Source: an optimization exercise on an open RTL-to-GDS flow (aim: small area and a short achievable clock period). Production flows keep margins and buffers that such runs may drop. Where RTL was checked, it was by simulation tests only, not by an equivalence proof against the original. Power and IR drop assume default switching activity.

## the baseline
## MAC
module MAC(clk, reset, X, Y, reg_Pro);
  input clk, reset;
  input [7:0] X;
  input [7:0] Y;
  output reg [15:0] reg_Pro;
  wire p00_d = X[0] & Y[0];
  wire p01_d = X[0] & Y[1];
  wire p02_d = X[0] & Y[2];
  wire p03_d = X[0] & Y[3];
  wire p04_d = X[0] & Y[4];
  wire p05_d = X[0] & Y[5];
  wire p06_d = X[0] & Y[6];
  wire p07_d = X[0] & Y[7];
  wire p10_d = X[1] & Y[0];
  wire p11_d = X[1] & Y[1];
  wire p12_d = X[1] & Y[2];
  wire p13_d = X[1] & Y[3];
  wire p14_d = X[1] & Y[4];
  wire p15_d = X[1] & Y[5];
  wire p16_d = X[1] & Y[6];
  wire p17_d = X[1] & Y[7];
  wire p20_d = X[2] & Y[0];
  wire p21_d = X[2] & Y[1];
  wire p22_d = X[2] & Y[2];
  wire p23_d = X[2] & Y[3];
  wire p24_d = X[2] & Y[4];
  wire p25_d = X[2] & Y[5];
  wire p26_d = X[2] & Y[6];
  wire p27_d = X[2] & Y[7];
  wire p30_d = X[3] & Y[0];
  wire p31_d = X[3] & Y[1];
  wire p32_d = X[3] & Y[2];
  wire p33_d = X[3] & Y[3];
  wire p34_d = X[3] & Y[4];
  wire p35_d = X[3] & Y[5];
  wire p36_d = X[3] & Y[6];
  wire p37_d = X[3] & Y[7];
  wire p40_d = X[4] & Y[0];
  wire p41_d = X[4] & Y[1];
  wire p42_d = X[4] & Y[2];
  wire p43_d = X[4] & Y[3];
  wire p44_d = X[4] & Y[4];
  wire p45_d = X[4] & Y[5];
  wire p46_d = X[4] & Y[6];
  wire p47_d = X[4] & Y[7];
  wire p50_d = X[5] & Y[0];
  wire p51_d = X[5] & Y[1];
  wire p52_d = X[5] & Y[2];
  wire p53_d = X[5] & Y[3];
  wire p54_d = X[5] & Y[4];
  wire p55_d = X[5] & Y[5];
  wire p56_d = X[5] & Y[6];
  wire p57_d = X[5] & Y[7];
  wire p60_d = X[6] & Y[0];
  wire p61_d = X[6] & Y[1];
  wire p62_d = X[6] & Y[2];
  wire p63_d = X[6] & Y[3];
  wire p64_d = X[6] & Y[4];
  ...
==> flow/config.mk <==
export PLATFORM = sky130hd
export DESIGN_NAME = MAC
export DESIGN_NICKNAME = MAC
export VERILOG_FILES = /design/flow/design.v
export SDC_FILE = /design/flow/constraint.sdc
export NUM_CORES = 4
export LEC_CHECK = 0
export CAP_MARGIN = 20
export CORE_MARGIN = 2
export CORE_UTILIZATION = 40
export SETUP_SLACK_MARGIN = 2.35
export SLEW_MARGIN = 20
export SYNTH_HIERARCHICAL = 1
export SYNTH_MINIMUM_KEEP_SIZE = 0
==> flow/constraint.sdc <==
create_clock -name core_clock -period 5.5 [get_ports {clk}]
set_input_delay 1.1000 -clock core_clock [delete_from_list [all_inputs] [get_ports {clk}]]
set_output_delay 1.1000 -clock core_clock [all_outputs]
set_load 0.01 [all_outputs]
run.sh (not shown) runs the stock make flow with config.mk's settings and CLKGATE_MAP_FILE= SYNTH_SCRIPT=/design/flow/synth_recipe.tcl, a recipe that flattens the netlist after the stock synthesis.
diff inputs: the baseline => the candidate
--- a/flow/design.v
+++ b/flow/design.v
@@ -413,24 +413,23 @@
   fullAdder u_cs4(reg_Pro[4], row1[4], row2[4], cs_s[4], cs_c[4]);
   fullAdder u_cs5(reg_Pro[5], row1[5], row2[5], cs_s[5], cs_c[5]);
   fullAdder u_cs6(reg_Pro[6], row1[6], row2[6], cs_s[6], cs_c[6]);
   fullAdder u_cs7(reg_Pro[7], row1[7], row2[7], cs_s[7], cs_c[7]);
   fullAdder u_cs8(reg_Pro[8], row1[8], row2[8], cs_s[8], cs_c[8]);
   fullAdder u_cs9(reg_Pro[9], row1[9], row2[9], cs_s[9], cs_c[9]);
   fullAdder u_cs10(reg_Pro[10], row1[10], row2[10], cs_s[10], cs_c[10]);
   fullAdder u_cs11(reg_Pro[11], row1[11], row2[11], cs_s[11], cs_c[11]);
   fullAdder u_cs12(reg_Pro[12], row1[12], row2[12], cs_s[12], cs_c[12]);
   fullAdder u_cs13(reg_Pro[13], row1[13], row2[13], cs_s[13], cs_c[13]);
   fullAdder u_cs14(reg_Pro[14], row1[14], row2[14], cs_s[14], cs_c[14]);
-  assign cs_s[15] = reg_Pro[15];
-  assign cs_c[15] = 1'b0;
+  fullAdder u_cs15(reg_Pro[15], row1[15], row2[15], cs_s[15], cs_c[15]);
   wire [15:0] opa = {cs_s[15:4], reg_Pro[3:0]};
   wire [15:0] opb = {cs_c[14:12], 1'b0, cs_c[10:8], 1'b0, cs_c[6:4], 1'b0, a0_q};
   wire [15:0] g = opa & opb;
   wire [15:0] p = opa ^ opb;
   wire [3:0] dg1 = row1[7:4] & row2[7:4];
   wire [3:0] dp1 = row1[7:4] | row2[7:4];
   wire d1 = dg1[3] | (dp1[3] & dg1[2]) | (dp1[3] & dp1[2] & dg1[1]) | (dp1[3] & dp1[2] & dp1[1] & dg1[0]);
   wire [3:0] dg2 = row1[11:8] & row2[11:8];
   wire [3:0] dp2 = row1[11:8] | row2[11:8];
   wire d2 = dg2[3] | (dp2[3] & dg2[2]) | (dp2[3] & dp2[2] & dg2[1]) | (dp2[3] & dp2[2] & dp2[1] & dg2[0]);
   wire [3:0] dg3 = row1[15:12] & row2[15:12];
[summary]
- Comparing the candidate and the baseline, the lower final weighted congestion in routability-driven placement is on the baseline.
- The candidate against the baseline; routed wire length is down slightly.
- Compared with the baseline, in the candidate fmax went up 0.0027 GHz, number of enable-type register cells in the synthesized netlist held, die span in y held, fraction of the cycle the final worst path needs went down 0.49 points, relative contribution of the clock network to total power held.
- The candidate against the baseline: global-route wire length before repair has decreased; latest clock arrival within the worst-skew pair held steady; fraction of the core area covered by cells at the end of the flow now sits higher; minimum clock period after layout dropped 0.027 ns.
- Against the baseline as the reference, the candidate delivers a higher setup slack on the worst flop-to-flop path.
For the candidate, only the layout was checked, not whether the RTL still works.

MAC, a different RTL version from the one above (not shown whole).
Size in the first run: roughly 340 cells after synthesis, ~34 I/O pins, roughly 3400 sq um of cells after synthesis.
// MAC
module MAC( clk,reset,X,Y,reg_Pro );
  input clk,reset;
  input [7:0] X;
  input [7:0] Y;
  output reg [15:0] reg_Pro;
  wire [15:0] row1;
  wire [15:0] row2;
  wire [15:0] Pro;
  wire [15:0] t1, t2;
  wire [7:0] reg_X = X;
  wire [7:0] reg_Y = Y;
  PPG PP1(reg_X,reg_Y,p00,p01,p02,p03,p04,p05,p06,p07,p10,p11,p12,p13,p14,p15,p16,p17,p20,p21,p22,p23,p24,p25,
          p26,p27,p30,p31,p32,p33,p34,p35,p36,p37,p40,p41,p42,p43,p44,p45,p46,p47,p50,p51,p52,p53,
          p54,p55,p56,p57,p60,p61,p62,p63,p64,p65,p66,p67,p70,p71,p72,p73,p74,p75,p76,p77);
  PPR PP2(p00,p01,p02,p03,p04,p05,p06,p07,p10,p11,p12,p13,p14,p15,p16,p17,p20,p21,p22,p23,p24,p25,
          p26,p27,p30,p31,p32,p33,p34,p35,p36,p37,p40,p41,p42,p43,p44,p45,p46,p47,p50,p51,p52,p53,
          p54,p55,p56,p57,p60,p61,p62,p63,p64,p65,p66,p67,p70,p71,p72,p73,p74,p75,p76,p77,t1,t2);
  reg [15:0] reg_r1, reg_r2;
  assign row1 = reg_r1;
  assign row2 = reg_r2;
  alpha_adder16 a(row1,row2,1'b0,Pro,carry);
  always @(posedge clk) begin
    reg_r1 <= t1;
    reg_r2 <= t2;
  ...
==> module MAC, before the edit <==
module MAC( clk,reset,X,Y,reg_Pro );
  input clk,reset;
  input [7:0] X;
  input [7:0] Y;
  output reg [15:0] reg_Pro;
  wire [15:0] row1;
  wire [15:0] row2;
  wire [15:0] Pro;
  wire [15:0] t1, t2;
  wire [7:0] reg_X = X;
  wire [7:0] reg_Y = Y;
  PPG PP1(reg_X,reg_Y,p00,p01,p02,p03,p04,p05,p06,p07,p10,p11,p12,p13,p14,p15,p16,p17,p20,p21,p22,p23,p24,p25,
          p26,p27,p30,p31,p32,p33,p34,p35,p36,p37,p40,p41,p42,p43,p44,p45,p46,p47,p50,p51,p52,p53,
          p54,p55,p56,p57,p60,p61,p62,p63,p64,p65,p66,p67,p70,p71,p72,p73,p74,p75,p76,p77);
  PPR PP2(p00,p01,p02,p03,p04,p05,p06,p07,p10,p11,p12,p13,p14,p15,p16,p17,p20,p21,p22,p23,p24,p25,
          p26,p27,p30,p31,p32,p33,p34,p35,p36,p37,p40,p41,p42,p43,p44,p45,p46,p47,p50,p51,p52,p53,
          p54,p55,p56,p57,p60,p61,p62,p63,p64,p65,p66,p67,p70,p71,p72,p73,p74,p75,p76,p77,t1,t2);
  reg [15:0] reg_r1, reg_r2;
  assign row1 = reg_r1;
  assign row2 = reg_r2;
  alpha_adder16 a(row1,row2,1'b0,Pro,carry);
  always @(posedge clk) begin
    reg_r1 <= t1;
    reg_r2 <= t2;
    if (reset) reg_Pro <= 0;
    else reg_Pro <= reg_Pro + Pro;
  end
endmodule
make LEC_CHECK=0 CAP_MARGIN=20 CORE_MARGIN=2 CORE_UTILIZATION=40 SLEW_MARGIN=20 finish   # period 5.5 ns
Rerun with:
--- a/flow/design.v
+++ b/flow/design.v
@@ -202,33 +202,32 @@
     assign row2[13]= c[41];
     assign row2[14]= c[42];
     assign row2[15]= 0;
 endmodule
 `timescale 1ns / 1ps
 module MAC( clk,reset,X,Y,reg_Pro );
-  input clk,reset;
-  input [7:0] X;
-  input [7:0] Y;
-  output reg [15:0] reg_Pro;
+        input clk,reset;
+		  input [7:0] X;
+        input [7:0] Y;
+  wire [7:0] reg_X;
+  wire [7:0] reg_Y;
   wire [15:0] row1;
   wire [15:0] row2;
   wire [15:0] Pro;
-  wire [15:0] t1, t2;
-  wire [7:0] reg_X = X;
-  wire [7:0] reg_Y = Y;
+  output reg  [15:0] reg_Pro;
+  reg_in R1(clk,X,reg_X);
+  reg_in R2(clk,Y,reg_Y);
   PPG PP1(reg_X,reg_Y,p00,p01,p02,p03,p04,p05,p06,p07,p10,p11,p12,p13,p14,p15,p16,p17,p20,p21,p22,p23,p24,p25,
           p26,p27,p30,p31,p32,p33,p34,p35,p36,p37,p40,p41,p42,p43,p44,p45,p46,p47,p50,p51,p52,p53,
           p54,p55,p56,p57,p60,p61,p62,p63,p64,p65,p66,p67,p70,p71,p72,p73,p74,p75,p76,p77);
   PPR PP2(p00,p01,p02,p03,p04,p05,p06,p07,p10,p11,p12,p13,p14,p15,p16,p17,p20,p21,p22,p23,p24,p25,
           p26,p27,p30,p31,p32,p33,p34,p35,p36,p37,p40,p41,p42,p43,p44,p45,p46,p47,p50,p51,p52,p53,
-          p54,p55,p56,p57,p60,p61,p62,p63,p64,p65,p66,p67,p70,p71,p72,p73,p74,p75,p76,p77,t1,t2);
-  reg [15:0] reg_r1, reg_r2;
-  assign row1 = reg_r1;
-  assign row2 = reg_r2;
+          p54,p55,p56,p57,p60,p61,p62,p63,p64,p65,p66,p67,p70,p71,p72,p73,p74,p75,p76,p77,row1,row2);
   alpha_adder16 a(row1,row2,1'b0,Pro,carry);
-  always @(posedge clk) begin
-    reg_r1 <= t1;
-    reg_r2 <= t2;
-    if (reset) reg_Pro <= 0;
-    else reg_Pro <= reg_Pro + Pro;
-  end
-endmodule
+always@(posedge clk)
+begin
+if (reset)
+	reg_Pro<=0;
+else
+	reg_Pro<=Pro+reg_Pro;
+end
+endmodule
- worst setup slack degrades by 1.4 ns
- routed wire length shrinks by 0.95%
- cell count shrinks by 5.2%
- die area shrinks by 11%
- register-to-register slack degrades by 2.0 ns
- hold slack improves by 0.039 ns
- sequential power shrinks by 31%
- sequential share of layout area shrinks by 5.3 points
- utilization grows by 2.6 points
- cell area shrinks by 6.5%
Only the layout flow was run in the first run of this note; the RTL was not checked for function there.

## static timing again, ports no longer ideal
No port has a modelled driver above. Below, the same layouts with a new extraction and two added sets of constraints. Step 1, drivers: a clkbuf_16 drives clk and a buf_2 each remaining input, both assumed. Step 2 times the ports against the registers' clock, not the clock port: input delays grow and output delays shrink by t, the midpoint of the rising clock arrivals with the driver on. a / b / c = no drivers / after step 1 / after step 2; a / b = the first two.
run | t, ns | setup slack, ns | worst slew at a driven data input, ns | pins driven straight from the clock port
the baseline | 0.322 | 2.345 / 2.356 / 2.034 | 0.06 | 1
the candidate | 0.315 | 2.372 / 2.363 / 2.048 | 0.05 | 1
the first run of note 2 | 0.319 | 1.667 / 1.668 / 1.349 | 0.03 | 1
the second run of note 2 | 0.311 | 0.263 / 0.263 / 0.263 | 0.04 | 1
After both steps every run listed still meets setup and hold. The setup slack of the candidate, which loses most, moves by -0.009 ns with the drivers and by -0.324 ns with both steps.
